Source: an optimization exercise on an open RTL-to-GDS flow (aim: small area, a short achievable clock period and few clock cycles). Production flows keep margins and buffers that such runs may drop.
The RTL was checked by simulation tests, not by an equivalence proof against the original design.
Power and IR drop assume default switching activity.

Setup of alpha:
## CacheController
module CacheController(
    rst,
    clk,
    wr,
    rd,
    data_rd,
    data_wr,
    addr_req,
    addr_resp,
    rdy,
    busy,
    wr_mem,
    rd_mem,
    busy_mem,
    data_rd_mem,
    data_wr_mem,
    addr_mem,
    cache_miss_count,
    cache_hit_count
    );
For scale: about 530 flip-flops, about 300 I/O pins, ~0.021 sq mm of cells after synthesis.
Settings: LEC_CHECK=0, ABC_CLOCK_PERIOD_IN_PS=3000, CAP_MARGIN=20, CORE_MARGIN=2, CORE_UTILIZATION=55, SETUP_SLACK_MARGIN=3.6, SLEW_MARGIN=20; clock period 6.5 ns.
run.sh (not shown) runs the stock make flow with config.mk's settings and CLKGATE_MAP_FILE= SYNTH_SCRIPT=/design/flow/synth_recipe.tcl, a recipe that flattens the netlist after the stock synthesis.
alpha ended with every stage complete and zero timing, DRC or antenna violations.
Testbench counts of alpha, summed over its fixed seeds: cycles 12,008.
Setup changes, alpha to beta
- changing CORE_UTILIZATION from 55 to 40
- removing ABC_CLOCK_PERIOD_IN_PS (formerly 3000)
- removing SETUP_SLACK_MARGIN (formerly 3.6)
## What came out
beta ends up with a layout multi-input combinational cell count that is about 0.9% lower than in alpha.
In beta, power is lower than in alpha.
Diff alpha -> beta: routed wire length went down by about 10%; worst slew slack as a fraction of its limit went down by 7.9 points.


== job 7149 ==
CacheController, a different RTL version from the one above (not shown whole).
For scale: ~1500 cells after synthesis, roughly 300 I/O pins, roughly 23000 sq um of cells after synthesis.
export LEC_CHECK = 0
export ABC_CLOCK_PERIOD_IN_PS = 2500
export CAP_MARGIN = 20
export CORE_MARGIN = 2
export CORE_UTILIZATION = 65
export CTS_CLUSTER_DIAMETER = 100
export CTS_CLUSTER_SIZE = 20
export SETUP_SLACK_MARGIN = 3.6
export SLEW_MARGIN = 20
create_clock -name core_clock -period 6.5 [get_ports {clk}]
standard.sh (not shown) runs the stock make flow with config.mk's settings and CLKGATE_MAP_FILE= SYNTH_SCRIPT=/design/flow/synth_recipe.tcl, a recipe that flattens the netlist after the stock synthesis.
==> flow/flow/run.sh <==
#!/bin/bash
# The standard layout (the standard.sh, unchanged synthesis and steps),
# with the port buffers that global placement inserts made of the smallest
# buffer cell instead of the one buffer_ports picks by itself; the resizer
# still upsizes any that timing or slew needs.
set -euo pipefail
export BUFFER_PORTS_ARGS="-buffer_cell sky130_fd_sc_hd__buf_1"
bash standard.sh > standard_flow.log 2>&1
In summary, job 7149 completed successfully, with a layout that passed the timing, design-rule and antenna checks.
Testbench counts of job 7149, summed over its fixed seeds: cycles 12,016.
What job 5220 does differently from job 7149 at the input level:
- CTS_BUF_LIST newly set to sky130_fd_sc_hd__clkbuf_8
- CORE_UTILIZATION changed from 65 to 75
- CTS_CLUSTER_DIAMETER changed from 100 to 60
- CTS_CLUSTER_SIZE changed from 20 to 14
### Flow results
- Reported for job 5220 and job 7149, share of synthesized cell area in full adder, half adder and majority cells turned out identical to the last digit.
- [compare] base=job 7149 new=job 5220: total power shrank by about 4%; routed wire length shows an increase of 0.65%; area added between synthesis and finish decreased 0.97 points; non-clock buffer area fraction after layout stayed essentially flat.
- Job 5220 finished every step from synthesis to the final layout, and the layout passed the timing, design-rule and antenna checks.
- Compared to job 7149, job 5220 was floorplanned on a smaller die.
- Higher final clock period utilization by the worst path goes to job 7149 over job 5220.
- Fraction of area in registers on job 5220 is up relative to job 7149.
- Job 5220 ends up with a instance area after placement that is 110 sq um lower than in job 7149.
- The critical path arrival in job 5220 sits 90 ps below the value recorded for job 7149.
- Between job 7149 and job 5220, the flow reports top achievable clock speed increasing by a few percent.
The following lists how job 2646 was set up differently from job 5220:
- removing CTS_CLUSTER_DIAMETER (formerly 60)
- removing CTS_BUF_LIST (formerly sky130_fd_sc_hd__clkbuf_8)
- removing CTS_CLUSTER_SIZE (formerly 14)
- changing CORE_UTILIZATION from 75 to 55
- changing SETUP_SLACK_MARGIN from 3.6 to 3.7
==> flow/run.sh (new file) <==
#!/bin/bash
# synth_recipe.tcl (not shown) runs the flow's synth.tcl, then flattens the netlist and writes it again
# the make line also repeats each setting of config.mk as NAME=value (left out here)
make -C /OpenROAD-flow-scripts/flow DESIGN_CONFIG=/design/flow/config.mk WORK_HOME=/design/flow/orfs CLKGATE_MAP_FILE= SYNTH_SCRIPT=/design/flow/synth_recipe.tcl finish
removed: flow/flow/run.sh
removed: flow/standard.sh
==> notes.md <==
Of job 2646 and job 5220, the run reporting the higher routed via count was job 5220. Going from job 5220 to job 2646, the wire length of the first global-routing pass was found to have gone up by about 6%. Wire length on met2: job 2646 vs job 5220 up about 11%. NOTE switching power job 5220->job 2646 increased by more than 10%. Cell-internal power ends up lower on job 5220. Async set-reset flop share out of synthesis came out exactly the same in job 2646 and job 5220.
Changes in job 6770 relative to job 2646:
- CTS_CLUSTER_DIAMETER: unset -> 60
- CORE_UTILIZATION: 55 -> 65
- CTS_BUF_LIST: unset -> sky130_fd_sc_hd__clkbuf_8
- CTS_CLUSTER_SIZE: unset -> 14
- SETUP_SLACK_MARGIN: 3.7 -> 3.45
- The flow did not stop early for job 6770: all stages ran, and the layout cleared the timing, design-rule and antenna checks.
- Against job 2646, count of placed standard cells in the final layout, fillers left out in job 6770 fell by a few percent.
- Looking at transition at the pin with the smallest max-transition slack across job 2646 and job 6770, the one that comes out lower is job 2646.
- Looking only at internal portion of total power, and setting everything else aside, the higher value of job 2646 and job 6770 goes to job 2646.
- Per the comparison of job 6770 with job 2646, via count of the first global-routing pass fell 211, number of filler cells placed in the layout fell 610.


CacheController again, from the RTL that the note above started with.
export LEC_CHECK = 0
export ABC_CLOCK_PERIOD_IN_PS = 2500
export CAP_MARGIN = 20
export CORE_MARGIN = 2
export CORE_UTILIZATION = 65
export CTS_BUF_LIST = sky130_fd_sc_hd__clkbuf_8
export CTS_CLUSTER_DIAMETER = 60
export CTS_CLUSTER_SIZE = 14
export SETUP_SLACK_MARGIN = 3.5
export SLEW_MARGIN = 20
create_clock -name core_clock -period 6.5 [get_ports {clk}]
==> flow/flow/run.sh <==
#!/bin/bash
# The standard layout (the standard.sh, unchanged synthesis and steps),
# with the port buffers that global placement inserts made of the smallest
# buffer cell instead of the one buffer_ports picks by itself; the resizer
# still upsizes any that timing or slew needs.
set -euo pipefail
export BUFFER_PORTS_ARGS="-buffer_cell sky130_fd_sc_hd__buf_1"
bash standard.sh > standard_flow.log 2>&1
The first run ran to the end with no violations.
Testbench counts at the start, summed over its fixed seeds: cycles 12,016.
Edit:
==> flow/run.sh (new file) <==
#!/bin/bash
# synth_recipe.tcl (not shown) runs the flow's synth.tcl, then flattens the netlist and writes it again
# the make line also repeats each setting of config.mk as NAME=value (left out here)
make -C /OpenROAD-flow-scripts/flow DESIGN_CONFIG=/design/flow/config.mk WORK_HOME=/design/flow/orfs CLKGATE_MAP_FILE= SYNTH_SCRIPT=/design/flow/synth_recipe.tcl finish
CTS_BUF_LIST = not set   (was sky130_fd_sc_hd__clkbuf_8)
CTS_CLUSTER_DIAMETER = 100   (was 60)
CTS_CLUSTER_SIZE = 20   (was 14)
SETUP_SLACK_MARGIN = 3.7   (was 3.5)
removed: flow/flow/run.sh
removed: flow/standard.sh
Final cell count goes up by 1.7%.
Final area goes up by 9.0%.
Core utilization goes up by 6.5 points.
Total power goes up by 6.2%.
Global-route usage goes up by 1.7 points.
Synthesized cell count does not change.

## what the ideal ports hide
How much do the figures lean on ideal ports? The routed layouts below were timed once more, with nothing changed but the port constraints.
Step 1, drivers: a clkbuf_16 drives clk and a buf_2 each remaining input, both assumed.
Step 2, shift: input delay + t, output delay - t, t = (earliest + latest rising clock arrival at the registers) / 2. This alone moves slack from input paths to output paths.
Three values: no drivers, after step 1, after step 2; two values: the first two.
| run | shift t [ns] | slack for setup (ns) | worst data-port slew with drivers (ns) |
|---|---|---|---|
| alpha | 0.644 | 2.859 / 2.552 / 1.908 | 0.37 |
| beta | 0.662 | 1.689 / 1.695 / 1.033 | 0.11 |
| job 7149 | 0.593 | 3.456 / 3.274 / 2.927 | 0.18 |
| job 5220 | 0.651 | 3.547 / 3.462 / 2.946 | 0.18 |
| job 2646 | 0.690 | 3.580 / 3.515 / 2.971 | 0.20 |
| job 6770 | 0.661 | 3.476 / 3.384 / 2.870 | 0.09 |
| the first run of note 3 | 0.656 | 3.391 / 3.248 / 2.739 | 0.21 |
| the second run of note 3 | 0.613 | 3.572 / 3.457 / 2.972 | 0.24 |
After both steps every run listed still meets setup and hold. The setup slack of alpha, which loses most, moves by -0.307 ns with the drivers and by -0.951 ns with both steps.
